Source: an optimization exercise on an open RTL-to-GDS flow (aim: small area). Production flows keep margins and buffers that such runs may drop.
The RTL was checked by simulation tests, not by an equivalence proof against the original design.

## flow/design.v (module list and top-level ports; edited modules follow where they fit)
// module lcz80_reg: 48 lines
// module lcz80_alu: 167 lines
// module lcz80_mcode: 2029 lines
// module lcz80_core: 1146 lines
// module lcz80: 135 lines
module lcz80 (
	m1_n, 
	mreq_n, 
	iorq_n, 
	rd_n, 
	wr_n, 
	rfsh_n, 
	halt_n, 
	busak_n, 
	A, 
	dout, 
	reset_n, 
	clk, 
	wait_n, 
	int_n, 
	nmi_n, 
	busrq_n, 
	di
);
  // ...
==> flow/flow/run.sh <==
#!/bin/bash
# Own layout flow: the standard flow (standard.sh) unchanged except that
#  - the combinational logic is mapped with an area-oriented ABC script (flow/area.abc)
#    instead of ORFS's speed script; every other synthesis step, and so every register,
#    is the standard synthesis's;
#  - half/full adders are left to ABC (no ADDER_MAP_FILE cell mapping);
#  - ports are buffered with buf_1 cells (BUFFER_PORTS_ARGS);
#  - CTS runs without dummy loads, with larger sink clusters (CTS_ARGS replaces
#    the CTS settings of config.mk).
set -euo pipefail
W=$(pwd)
F=$W/flow
sed "s|log_cmd abc {\*}\$abc_args|log_cmd abc -script $F/area.abc {*}[lrange \$abc_args 2 end]|" \
  "$FLOW_HOME/scripts/synth.tcl" > "$W/area_synth_orfs.tcl"
grep -q "$F/area.abc" "$W/area_synth_orfs.tcl"
sed "s|\$::env(SCRIPTS_DIR)/synth.tcl|$W/area_synth_orfs.tcl|" "$W/synth_recipe.tcl" > "$W/area_synth.tcl"
grep -q "$W/area_synth_orfs.tcl" "$W/area_synth.tcl"
sed "s|SYNTH_SCRIPT=$W/synth_recipe.tcl|SYNTH_SCRIPT=$W/area_synth.tcl|" "$W/standard.sh" > "$W/area_standard.sh"
grep -q "SYNTH_SCRIPT=$W/area_synth.tcl" "$W/area_standard.sh"
export ADDER_MAP_FILE=
export BUFFER_PORTS_ARGS="-inputs -outputs -buffer_cell sky130_fd_sc_hd__buf_1"
export CTS_ARGS="-sink_clustering_enable -repair_clock_nets -dont_use_dummy_load -sink_clustering_size 20 -sink_clustering_max_diameter 60 -buf_list sky130_fd_sc_hd__clkbuf_16"
bash "$W/area_standard.sh" > "$W/flow.log" 2>&1
==> flow/flow/area.abc <==
strash
&get -n
&st
&synch2
&dch -f
&nf -R 1000
&st
&synch2
&dch -f
&nf -R 1000
&st
&synch2
&dch -f
&nf -R 1000
&st
&synch2
&dch -f
&nf -R 1000
&st
&synch2
&dch -f
&nf -R 1000
&put
==> flow/standard.sh <==
#!/bin/bash
# synth_recipe.tcl (not shown) runs the flow's synth.tcl, then flattens the netlist and writes it again
# the make line also repeats each setting of config.mk as NAME=value (left out here)
make -C /OpenROAD-flow-scripts/flow DESIGN_CONFIG=/design/flow/config.mk WORK_HOME=/design/flow/orfs CLKGATE_MAP_FILE= SYNTH_SCRIPT=/design/flow/synth_recipe.tcl "${@:-finish}"
==> flow/config.mk <==
export PLATFORM = sky130hd
export DESIGN_NAME = lcz80
export DESIGN_NICKNAME = lcz80
export VERILOG_FILES = /design/flow/design.v
export SDC_FILE = /design/flow/constraint.sdc
export NUM_CORES = 4
export LEC_CHECK = 0
export CAP_MARGIN = 35
export CORE_MARGIN = 2
export CORE_UTILIZATION = 45
export GPL_TIMING_DRIVEN = 0
export SETUP_SLACK_MARGIN = 0.6
export SLEW_MARGIN = 35
==> flow/constraint.sdc <==
create_clock -name core_clock -period 11.0 [get_ports {clk}]
set_input_delay 2.2000 -clock core_clock [delete_from_list [all_inputs] [get_ports {clk}]]
set_output_delay 2.2000 -clock core_clock [all_outputs]
set_load 0.01 [all_outputs]
==> flow_summary.yaml, run 1 <==
route:
  wl_met1_um: 54200
  drtAntennaViolNets: 0
  viasPerCell: 7.578
  top_layer: "met5"
yosys:
  synth_area_leaders: "edfxtp_1 (17%), dfrtp_1 (13%), nand2_1 (7.1%)"
  synthSimpleGateAreaFrac_pct: 23.52
  synthMuxAreaShare_pct: 7.140
  synth_top_area_share_pct: 16.59
  synthXorXnorAreaFrac_pct: 3.833
  synth_commonest_cells: "nand2_1 (528), nor2_1 (460), a21oi_1 (389)"
  synth-seq-cells: 350
grt:
  grt_max_degree: 58
  grt_usage_pct: 46.66
  use_met2_pct: 70.27
  grt_overflow: 0
  grt_busiest_layer: "met2"
finish:
  syn_to_final_growth_pct: 13.37
  antenna_cells: 3
  layout_commonest_cell: "nand2_1"
  num-multi-input-gates: 3093
timing:
  worst_pin_slew_ps: 1056
  timing.final.crit_share_pct: 95.66
  hold_viol: 0
  slew_headroom_pct: 29.59
clock_tree:
  numCtsBuffers: 37
floorplan:
  start_util_pct: 45.34
  die_w_um: 252.9
outcome:
  status: "timing/DRC/antenna clean"
critical_path:
  cp.depth: 28
  worst_path_most_repeated_cell: "nor2_1"
  max_stage_delay_ps: 810
==> run 2, diff against run 1 <==
--- a/flow/flow/run.sh
+++ b/flow/flow/run.sh
@@ -6,3 +6,2 @@
 #  - half/full adders are left to ABC (no ADDER_MAP_FILE cell mapping);
-#  - ports are buffered with buf_1 cells (BUFFER_PORTS_ARGS);
 #  - CTS runs without dummy loads, with larger sink clusters (CTS_ARGS replaces
@@ -20,4 +19,3 @@
 export ADDER_MAP_FILE=
-export BUFFER_PORTS_ARGS="-inputs -outputs -buffer_cell sky130_fd_sc_hd__buf_1"
-export CTS_ARGS="-sink_clustering_enable -repair_clock_nets -dont_use_dummy_load -sink_clustering_size 20 -sink_clustering_max_diameter 60 -buf_list sky130_fd_sc_hd__clkbuf_16"
+export CTS_ARGS="-sink_clustering_enable -repair_clock_nets -dont_use_dummy_load -sink_clustering_size 25 -sink_clustering_max_diameter 80 -buf_list sky130_fd_sc_hd__clkbuf_16"
 bash "$W/area_standard.sh" > "$W/flow.log" 2>&1
==> flow/flow/area.abc (replaced) <==
strash
&get -n
&st
&synch2
&dc2
&dch -f
&nf -R 1000
&st
&synch2
&dc2
&dch -f
&nf -R 1000
&st
&synch2
&dc2
&dch -f
&nf -R 1000
&st
&synch2
&dc2
&dch -f
&nf -R 1000
&st
&synch2
&dc2
&dch -f
&nf -R 1000
&st
&dch -f
&nf -R 2000 -E 10
&put
--- a/flow/config.mk
+++ b/flow/config.mk
@@ -7,3 +7,3 @@
 export LEC_CHECK = 0
-export CAP_MARGIN = 35
+export CAP_MARGIN = 25
 export CORE_MARGIN = 2
@@ -12,2 +12,2 @@
 export SETUP_SLACK_MARGIN = 0.6
-export SLEW_MARGIN = 35
+export SLEW_MARGIN = 25
==> run 2 against run 1 <==
Against the previous run:
- highest routed layer unchanged
- sequential share of layout area rose by 0.97 points
- largest cell class unchanged
- critical path depth rose by 3
- design area fell by 3.1%
==> flow_summary.yaml, run 2 <==
floorplan:
  die_h_um: 249.9
  core_um2: 60020
  dieArea_um2: 62440
  row_count: 90
  io_pins: 46
  start_util_pct: 45.33
  die_w_um: 249.9
timing:
  finalSetupViolCount: 0
  rsz0062_at_grt: "no"
  timing.final.crit_share_pct: 93.36
  slew_headroom_pct: 19.87
  worst_pin_slew_ps: 1168
  min_period_ps: 10270
  slew_viol_final: 0
  hold_viol: 0
  clock.fmax_mhz: 97.37
  clock_skew_ps: 65.70
  tns_ps: 0
yosys:
  synth-seq-cells: 350
  synth_area_per_cell_um2: 8.121
  synth_area_leader_cell: "edfxtp_1"
  synth_area_leaders: "edfxtp_1 (17%), dfrtp_1 (13%), a21oi_1 (6.7%)"
  ys.flop_type: "edfxtp_1"
  synth_cells: 3350
  async_flop_share_pct: 56.00
  synth_nets: 3364
  synth_cell_types: 66
  synth.most_common_cell: "nand2_1"
  synth_top_area_share_pct: 17.00
  synth-edff-count: 154
  yosys_warnings: 5
  synth_area_um2: 27210
  synth_commonest_cells: "nand2_1 (460), nor2_1 (451), a21oi_1 (366)"
  seq_area_frac_synth_pct: 35.28
finish:
  nNetsFinal: 3493
  syn_to_final_growth_pct: 12.57
  antenna_cells: 0
  layout_commonest_cell: "nand2_1"
  fillers: 5758
  final_area_um2: 30630
  drive_gt1_share_pct: 8.110
  largestRegisters: "i_core.i_reg.RegsH: 64 flops, i_core.i_reg.RegsL: 64 flops"
  final_util_pct: 51.03
  final_cell_mix: "nand2_1 (457), nor2_1 (418), a21oi_1 (359)"
route:
  wl_um: 148800
  drc_errors: 0
  drtIter0Drc: 5954
  wire_per_inst_um: 34.93
  viasPerCell: 7.727
  drtAntennaViolNets: 0
  vias: 32910
  drt_pass1_iterations: 10
critical_path:
  worst_path_most_repeated_cell: "nor2_1"
  start_kind: "register"
  cpMaxStageDelayCell: "dfrtp_1"
  r2r-start: "i_core.IR[6]$_DFFE_PN0P_"
  worst_ep_required_time_ps: 11250
  critPathMaxFanout: 37
  critical_path_arrival_ps: 10520
  max_stage_delay_ps: 920
  rrSetupSlack_ps: 730
  crit_type: "register to register"
  crit_family: "simple AND/OR/NAND/NOR gates"
  r2r_end: "i_core.i_reg.RegsH[3][7]$_DFFE_PP_"
  crit_buf_inv: 2
  rr_worst_depth: 31
  worstSetupEndpointType: "register"
clock_tree:
  clock_latency_ps: 610
  h-tree-depth: 1
  cts_buffer_depth: 3
  numCtsBuffers: 25
  cts_tree: "done"
  cts_root_buf: "clkbuf_16"
  clock-sinks: 350
  path_clk_slew_ps: 100
hold_path:
  hold_path_class: "register to register"
  min_to: "i_core.BTR_r$_DFFE_PN0P_"
  min_from: "i_core.No_BTR$_DFF_PN0_"
  hold-path-cell-count: 1
grt:
  grt_max_degree: 76
  grt_overflow: 0
  grt_first_pass_wirelength_um: 212700
  antenna_found_initial: 6
  grt_pass1_vias: 30080
  grt_usage_pct: 45.92
job:
  maxCapViolCount: 0
place:
  dp_hpwl_um: 109100
  io_buffers: 45
  gp_congestion: 1.052
  placed_area_um2: 29800
outcome:
  status: "timing/DRC/antenna clean"
==> run 2: cell types whose count changed after synthesis, sizes merged, moves of 24 or more <==
cell,delta
a31oi,+24
o22ai,+24
o221ai,+25
a22oi,-43
a221oi,+27
o21ai,-85
clkinv,+35
nand2,-68
==> run 2: per-stage QoR <==
stage / instances / hold WS, ps / setup slack, ps
2_1_floorplan: 3350 / 435.3 / 756.1
3_3_place_gp: 4177 / 449.6 / -8361
3_5_place_dp: 4230 / 464.8 / -1324
4_1_cts: 4255 / 473.5 / 676.2
5_1_grt: 4259 / 493.2 / 700.9
6_report: 4259 / 489.5 / 729.9
==> run 2: cell type report <==
| class | instances | area (µm²) | area share [%] |
|---|---|---|---|
| multi-input combinational | 2913 | 17780 | 58.04 |
| clock buffer | 25 | 625.6 | 2.043 |
| inverter | 87 | 346.6 | 1.132 |
| timing repair buffer | 102 | 1271 | 4.151 |
| tap | 782 | 978.4 | 3.195 |
| sequential | 350 | 9629 | 31.44 |
==> run 2: worst max path at each step <==
stage,startpoint,to,slack (ps),depth (start not counted)
2_1_floorplan,i_core.IR[3]$_DFFE_PN0P_,i_core.i_reg.RegsH[0][7]$_DFFE_PP_,760,29
3_3_place_gp,i_core.IR[3]$_DFFE_PN0P_,i_core.i_reg.RegsH[0][7]$_DFFE_PP_,-8360,27
3_5_place_dp,i_core.IR[0]$_DFFE_PN0P_,i_core.i_reg.RegsH[3][7]$_DFFE_PP_,-1320,29
4_1_cts,i_core.IR[2]$_DFFE_PN0P_,i_core.i_reg.RegsH[6][7]$_DFFE_PP_,680,29
5_1_grt,i_core.IR[3]$_DFFE_PN0P_,i_core.i_reg.RegsH[4][7]$_DFFE_PP_,700,33
6_report,i_core.IR[6]$_DFFE_PN0P_,i_core.i_reg.RegsH[3][7]$_DFFE_PP_,730,31
==> run 2: cells by family (layout without fill, tap and decap cells) <==
family / count (synthesis) / in the layout / synth area share, %
buf+inv: 87 / 214 / 1.200
compound gates: 1311 / 1311 / 31.33
simple gates: 1362 / 1362 / 22.11
mux: 142 / 142 / 6.917
flops: 350 / 350 / 35.28
xor+xnor: 98 / 98 / 3.155
==> run 2: what timing repair did <==
item / 4_1_cts / 5_1_grt
pin swaps: 0 / 1
setup endpoints to repair: 123 / 70
hold buffers: 0 / 0
resized for setup: 13 / 17
buffers inserted: 0 / 4
==> run 2: layer usage <==
metal,track usage (%),vias to the layer above,routed length (µm)
met2,66.67,2993,61100
li1,-,13400,-
met5,0,-,37
met1,60.97,15840,55200
met3,15.46,671,23030
met4,22.75,6,9391
==> run 3, diff against run 2 <==
--- a/flow/config.mk
+++ b/flow/config.mk
@@ -7,3 +7,3 @@
 export LEC_CHECK = 0
-export CAP_MARGIN = 25
+export CAP_MARGIN = 35
 export CORE_MARGIN = 2
@@ -12,2 +12,2 @@
 export SETUP_SLACK_MARGIN = 0.6
-export SLEW_MARGIN = 25
+export SLEW_MARGIN = 35
==> run 3 against run 2 <==
Against the previous run:
- sequential cell count unchanged
- non-clock buffer count increased by 9
- wire length decreased by 0.22%
- design area increased by 0.76%
- hold slack got worse by 26 ps
- sequential share of layout area decreased by 0.23 points
- global-route usage about the same
- first-iteration DRC count decreased by 3.9%
- clock skew increased by 2.6 ps
- critical path type unchanged
==> flow_summary.yaml, run 3 <==
outcome:
  status: "timing/DRC/antenna clean"
finish:
  stdcell_count: 4271
  final_cell_mix: "nand2_1 (456), nor2_1 (403), a21oi_1 (356)"
  syn_to_final_growth_pct: 13.43
  final-seq-area_um2: 9633
  final_area_um2: 30860
  multi_input_area_um2: 17920
  fillers: 5686
  largestRegisters: "i_core.i_reg.RegsH: 64 flops, i_core.i_reg.RegsL: 64 flops"
  drive_gt1_share_pct: 9.354
  layout_commonest_cell: "nand2_1"
  nNetsFinal: 3501
critical_path:
  max_stage_delay_ps: 960
  r2r_end: "i_core.i_reg.RegsH[4][7]$_DFFE_PP_"
  critical_path_arrival_ps: 10700
  crit_type: "register to register"
  critPathMaxFanout: 37
  worst_ep_required_time_ps: 11250
  worstSetupEndpointType: "register"
  rrSetupSlack_ps: 540
  worst_path_most_repeated_cell: "nor2_1"
  cpMaxStageDelayCell: "dfrtp_1"
  r2r-start: "i_core.IR[6]$_DFFE_PN0P_"
  start_kind: "register"
  rr_worst_depth: 29
place:
  dp_cells: 4239
  placed_area_um2: 30050
  gp_congestion: 1.052
  dp_hpwl_um: 109500
  io_buffers: 45
route:
  drtIter0Drc: 5719
  wl_um: 148400
  wire_per_inst_um: 34.76
  vias: 32650
  viasPerCell: 7.645
  drc_errors: 0
  drt_pass1_iterations: 8
  drtAntennaViolNets: 0
yosys:
  synth_cells: 3350
  synth.most_common_cell: "nand2_1"
  synth-edff-count: 154
  synth_top_area_share_pct: 17.00
  synth_nets: 3364
  synth_area_per_cell_um2: 8.121
  synth_cell_types: 66
  seq_area_frac_synth_pct: 35.28
  synth_area_leader_cell: "edfxtp_1"
  synth_area_leaders: "edfxtp_1 (17%), dfrtp_1 (13%), a21oi_1 (6.7%)"
  async_flop_share_pct: 56.00
  synth-seq-cells: 350
  synth_commonest_cells: "nand2_1 (460), nor2_1 (451), a21oi_1 (366)"
  yosys_warnings: 5
  synth_area_um2: 27210
  ys.flop_type: "edfxtp_1"
timing:
  slew_headroom_pct: 25.03
  slew_viol_final: 0
  hold_viol: 0
  worst_pin_slew_ps: 1120
  finalSetupViolCount: 0
  rsz0062_at_grt: "no"
  clock.fmax_mhz: 95.63
  whs_ps: 463.9
  timing.final.crit_share_pct: 95.06
  min_period_ps: 10460
  clock_skew_ps: 68.32
hold_path:
  hold_path_class: "register to register"
  min_to: "i_core.BTR_r$_DFFE_PN0P_"
  min_from: "i_core.No_BTR$_DFF_PN0_"
  hold-path-cell-count: 1
grt:
  grt_usage_pct: 45.95
  grt_first_pass_wirelength_um: 213000
  grt_overflow: 0
  grt_max_degree: 76
  antenna_found_initial: 6
  grt_pass1_vias: 30170
clock_tree:
  h-tree-depth: 1
  clock_latency_ps: 610
  cts_root_buf: "clkbuf_16"
  cts_buffer_depth: 3
  holdBufCountCts: 0
  numCtsBuffers: 24
  clock-sinks: 350
  path_clk_slew_ps: 100
  cts_tree: "done"
floorplan:
  core_um2: 60020
  dieArea_um2: 62440
  row_count: 90
  io_pins: 46
  die_w_um: 249.9
  die_h_um: 249.9
  start_util_pct: 45.33
job:
  maxCapViolCount: 0
run 3: worst max path at each step:
| stage | from | to | slack (ps) | depth (start not counted) |
|---|---|---|---|---|
| 2_1_floorplan | i_core.IR[3]$_DFFE_PN0P_ | i_core.i_reg.RegsH[0][7]$_DFFE_PP_ | 760 | 29 |
| 3_3_place_gp | i_core.IR[3]$_DFFE_PN0P_ | i_core.i_reg.RegsH[0][7]$_DFFE_PP_ | -8360 | 27 |
| 3_5_place_dp | i_core.IR[0]$_DFFE_PN0P_ | i_core.i_reg.RegsH[7][5]$_DFFE_PP_ | -790 | 28 |
| 4_1_cts | i_core.IR[1]$_DFFE_PN0P_ | i_core.i_reg.RegsH[4][7]$_DFFE_PP_ | 650 | 31 |
| 5_1_grt | i_core.IR[6]$_DFFE_PN0P_ | i_core.i_reg.RegsH[4][7]$_DFFE_PP_ | 540 | 31 |
| 6_report | i_core.IR[6]$_DFFE_PN0P_ | i_core.i_reg.RegsH[4][7]$_DFFE_PP_ | 540 | 29 |
run 3: critical path: cells and delay by family (launching register included):
| family | cells | cell delay (ps) |
|---|---|---|
| xor gates and xnor gates | 1 | 180 |
| AOI/OAI and AO/OA | 8 | 2830 |
| DFF | 1 | 960 |
| and+or+nand+nor | 19 | 5810 |
| buffers and inverters | 1 | 290 |
run 3: stage by stage:
step           util, %  setup WS (ps)  TNS [ps]
2_1_floorplan        -          756.1         0
3_3_place_gp     47.71          -8361  -2098090
3_5_place_dp     50.06         -785.2    -23990
4_1_cts          51.13          654.3         0
5_1_grt          51.40          541.2         0
6_report         51.42          543.6         0
run 3: logic make-up (layout without fill, tap and decap cells):
kind of cell | count (synthesis) | in the layout | synth area share, %
and+or+nand+nor | 1362 | 1362 | 22.11
AOI/OAI and AO/OA | 1311 | 1311 | 31.33
DFF | 350 | 350 | 35.28
muxes | 142 | 142 | 6.917
xor gates and xnor gates | 98 | 98 | 3.155
buffers and inverters | 87 | 222 | 1.200
other | 0 | 4 | 0
run 3: layer usage:
metal	part of all wire, %	track usage [%]	wire (µm)	vias to the layer above
met4	6.4	22.70	9501	10
li1	-	-	-	13460
met1	38	60.89	55760	15580
met2	41	66.96	60920	2963
met3	15	15.37	22210	647
met5	0.040	0	59	-
run 3: repair_timing:
item	in CTS	in global routing
resized for setup	11	15
buffers inserted	0	3
pin swaps	0	1
endpoints found under the setup margin	107	74
cloned	0	0
run 3: area by class of cell:
type                            instances  area share (%)
Multi-Input combinational cell       2913           58.05
Sequential cell                       350           31.21
Timing Repair Buffer                  111           4.439
Tap cell                              782           3.170
Clock buffer                           24           1.946
Inverter                               87           1.143
Antenna cell                            4         0.03243
==> run 4, diff against run 3 <==
--- a/flow/config.mk
+++ b/flow/config.mk
@@ -7,3 +7,3 @@
 export LEC_CHECK = 0
-export CAP_MARGIN = 35
+export CAP_MARGIN = 20
 export CORE_MARGIN = 2
@@ -12,2 +12,2 @@
 export SETUP_SLACK_MARGIN = 0.6
-export SLEW_MARGIN = 35
+export SLEW_MARGIN = 20
==> run 4 against run 3 <==
Against the previous run:
- worst setup slack improved by 230 ps
- via count up 0.49%
- sequential cell count is the same
- register-to-register slack improved by 230 ps
- hold slack improved by 30 ps
- non-clock buffer count down 7
- count of clock-buffer cells in the layout is the same
- cell count is 0.16% lower
- clock skew fell by 8.0 ps
- wire length about the same
- design area down 0.99%
==> flow_summary.yaml, run 4 <==
outcome:
  status: "timing/DRC/antenna clean"
timing:
  timing.final.crit_share_pct: 92.97
  clock_skew_ps: 60.33
  min_period_ps: 10230
  rsz0062_at_grt: "no"
  finalSetupViolCount: 0
  tns_ps: 0
  slew_headroom_pct: 16.15
  hold_viol: 0
  worst_pin_slew_ps: 1223
  clock.fmax_mhz: 97.78
  slew_viol_final: 0
floorplan:
  io_pins: 46
  die_w_um: 249.9
  start_util_pct: 45.33
  dieArea_um2: 62440
  core_um2: 60020
  row_count: 90
  die_h_um: 249.9
route:
  drtIter0Drc: 6145
  wl_um: 148400
  drc_errors: 0
  drtAntennaViolNets: 0
  viasPerCell: 7.695
  drt_pass1_iterations: 12
  wire_per_inst_um: 34.81
  vias: 32810
finish:
  layout_commonest_cell: "nand2_1"
  final_area_um2: 30550
  final_cell_mix: "nand2_1 (457), nor2_1 (425), a21oi_1 (360)"
  final_util_pct: 50.91
  nNetsFinal: 3495
  drive_gt1_share_pct: 7.818
  largestRegisters: "i_core.i_reg.RegsH: 64 flops, i_core.i_reg.RegsL: 64 flops"
  stdcell_count: 4264
  syn_to_final_growth_pct: 12.31
yosys:
  synth_top_area_share_pct: 17.00
  synth_commonest_cells: "nand2_1 (460), nor2_1 (451), a21oi_1 (366)"
  synth-edff-count: 154
  async_flop_share_pct: 56.00
  synth-seq-cells: 350
  synth_cells: 3350
  synth_cell_types: 66
  synth.most_common_cell: "nand2_1"
  yosys_warnings: 5
  synth_area_leader_cell: "edfxtp_1"
  seq_area_frac_synth_pct: 35.28
  synth_nets: 3364
  synth_area_leaders: "edfxtp_1 (17%), dfrtp_1 (13%), a21oi_1 (6.7%)"
  synth_area_um2: 27210
  synth_area_per_cell_um2: 8.121
  ys.flop_type: "edfxtp_1"
job:
  maxCapViolCount: 0
place:
  io_buffers: 45
  gp_congestion: 1.052
  dp_cells: 4232
  placed_area_um2: 29710
  dp_hpwl_um: 108800
clock_tree:
  cts_buffer_depth: 3
  cts_root_buf: "clkbuf_16"
  h-tree-depth: 1
  numCtsBuffers: 24
  clock-sinks: 350
  cts_tree: "done"
  path_clk_slew_ps: 100
  clock_latency_ps: 610
critical_path:
  max_stage_delay_ps: 830
  critical_path_arrival_ps: 10480
  crit_buf_inv: 3
  worstSetupEndpointType: "register"
  crit_type: "register to register"
  worst_ep_required_time_ps: 11250
  cpMaxStageDelayCell: "nor2_2"
  crit_family: "simple AND/OR/NAND/NOR gates"
  critPathMaxFanout: 30
  start_kind: "register"
grt:
  antenna_found_initial: 5
  grt_first_pass_wirelength_um: 213500
  grt_overflow: 0
  grt_usage_pct: 46.07
  grt_pass1_vias: 30160
  grt_max_degree: 76
hold_path:
  hold_path_class: "register to register"
-- run 4: cell count changes in the layout (fill, tap and decap cells not counted), sizes merged --
| cell | before | now |
|---|---|---|
| diode | 4 | 3 |
| nand3 | 111 | 112 |
| inv | 1 | 0 |
| clkbuf | 24 | 25 |
| buf | 67 | 59 |
| clkinv | 83 | 85 |
| clkinvlp | 3 | 2 |
-- run 4: worst paths after layout --
| path | from | to | slack [ps] | depth (start not counted) |
|---|---|---|---|---|
| setup reg to reg | i_core.IR[2]$_DFFE_PN0P_ | i_core.i_reg.RegsH[5][7]$_DFFE_PP_ | 770 | 32 |
| setup / recovery | i_core.IR[2]$_DFFE_PN0P_ | i_core.i_reg.RegsH[5][7]$_DFFE_PP_ | 770 | 32 |
| hold / removal | i_core.No_BTR$_DFF_PN0_ | i_core.BTR_r$_DFFE_PN0P_ | 490 | 1 |
| hold reg to reg | i_core.No_BTR$_DFF_PN0_ | i_core.BTR_r$_DFFE_PN0P_ | 490 | 1 |
| min in group asynchronous | reset_n | i_core.mcycle[5]$_DFFE_PN0P_ | 1550 | 1 |
| max in group asynchronous | reset_n | i_core.F[3]$_DFFE_PN1N_ | 8250 | 3 |
-- run 4: worst reg2reg max path, delay by kind of cell (launching register included) --
kind                      cells  cell delay, ps
xor gates and xnor gates      1             290
and+or+nand+nor              19            5890
buffers and inverters         3             590
DFF                           1             710
AOI/OAI and AO/OA             9            2390
-- run 4: cells by family (layout without fill, tap and decap cells) --
| family | after synthesis | after routing | share of synthesized area [%] |
|---|---|---|---|
| compound gates | 1311 | 1311 | 31.33 |
| buf+inv | 87 | 215 | 1.200 |
| flops | 350 | 350 | 35.28 |
| other cells | 0 | 3 | 0 |
| simple gates | 1362 | 1363 | 22.11 |
| xor+xnor | 98 | 98 | 3.155 |
| mux | 142 | 142 | 6.917 |
-- run 4: what timing repair did --
item / CTS / global route
cloned: 0 / 1
endpoints found under the setup margin: 191 / 70
resized for setup: 22 / 16
hold buffers: 0 / 0
buffers inserted: 0 / 1
pin swaps: 0 / 1
-- run 4: stage by stage --
step / hold WS, ps / setup slack [ps]
6_report: 494.0 / 773.4
3_3_place_gp: 449.6 / -8361
4_1_cts: 469.5 / 600.6
5_1_grt: 491.3 / 593.4
2_1_floorplan: 435.3 / 756.1
3_5_place_dp: 460.8 / -1797
-- run 4: layer usage --
metal	track usage, %	vias up	part of all wire, %	wire length [µm]
met5	0	-	0.0054	8
met4	22.86	2	6.3	9352
li1	-	13440	-	-
met2	66.83	2995	41	61270
met1	61.40	15740	37	55260
met3	15.23	633	15	22530
-- run 4: layout make-up --
type | count | area [µm²]
Sequential cell | 350 | 9619
Clock buffer | 24 | 600.6
Tap cell | 782 | 978.4
Multi-Input combinational cell | 2914 | 17730
Fill cell | 5804 | 29470
Timing Repair Buffer | 104 | 1272
Inverter | 87 | 347.8
Antenna cell | 3 | 7.507

-- static timing again, ports no longer ideal --
In the flow no input, the clock included, has a driving cell. The finished layouts below were timed again as built, in two steps.
Step 1 sets driving cells, clkbuf_16 on the clock port and buf_2 on the other inputs (assumed; they add their load-dependent delay and slew).
Step 2, shift: input delay + t, output delay - t, t = (earliest + latest rising clock arrival at the registers) / 2. This alone moves slack from input paths to output paths.
Slacks: ideal / step 1 / step 2; pairs: ideal / step 1.
run	t (ns)	setup slack, ns	slew at the worst register clock pin (ns)	pins driven straight from the clock port
run 1	0.634	0.477 / 0.478 / 0.478	0.08 / 0.08	1
run 2	0.642	0.730 / 0.730 / 0.730	0.10 / 0.10	1
run 3	0.645	0.544 / 0.544 / 0.544	0.10 / 0.10	1
run 4	0.643	0.773 / 0.773 / 0.773	0.10 / 0.10	1
After both steps every run listed still meets setup and hold.
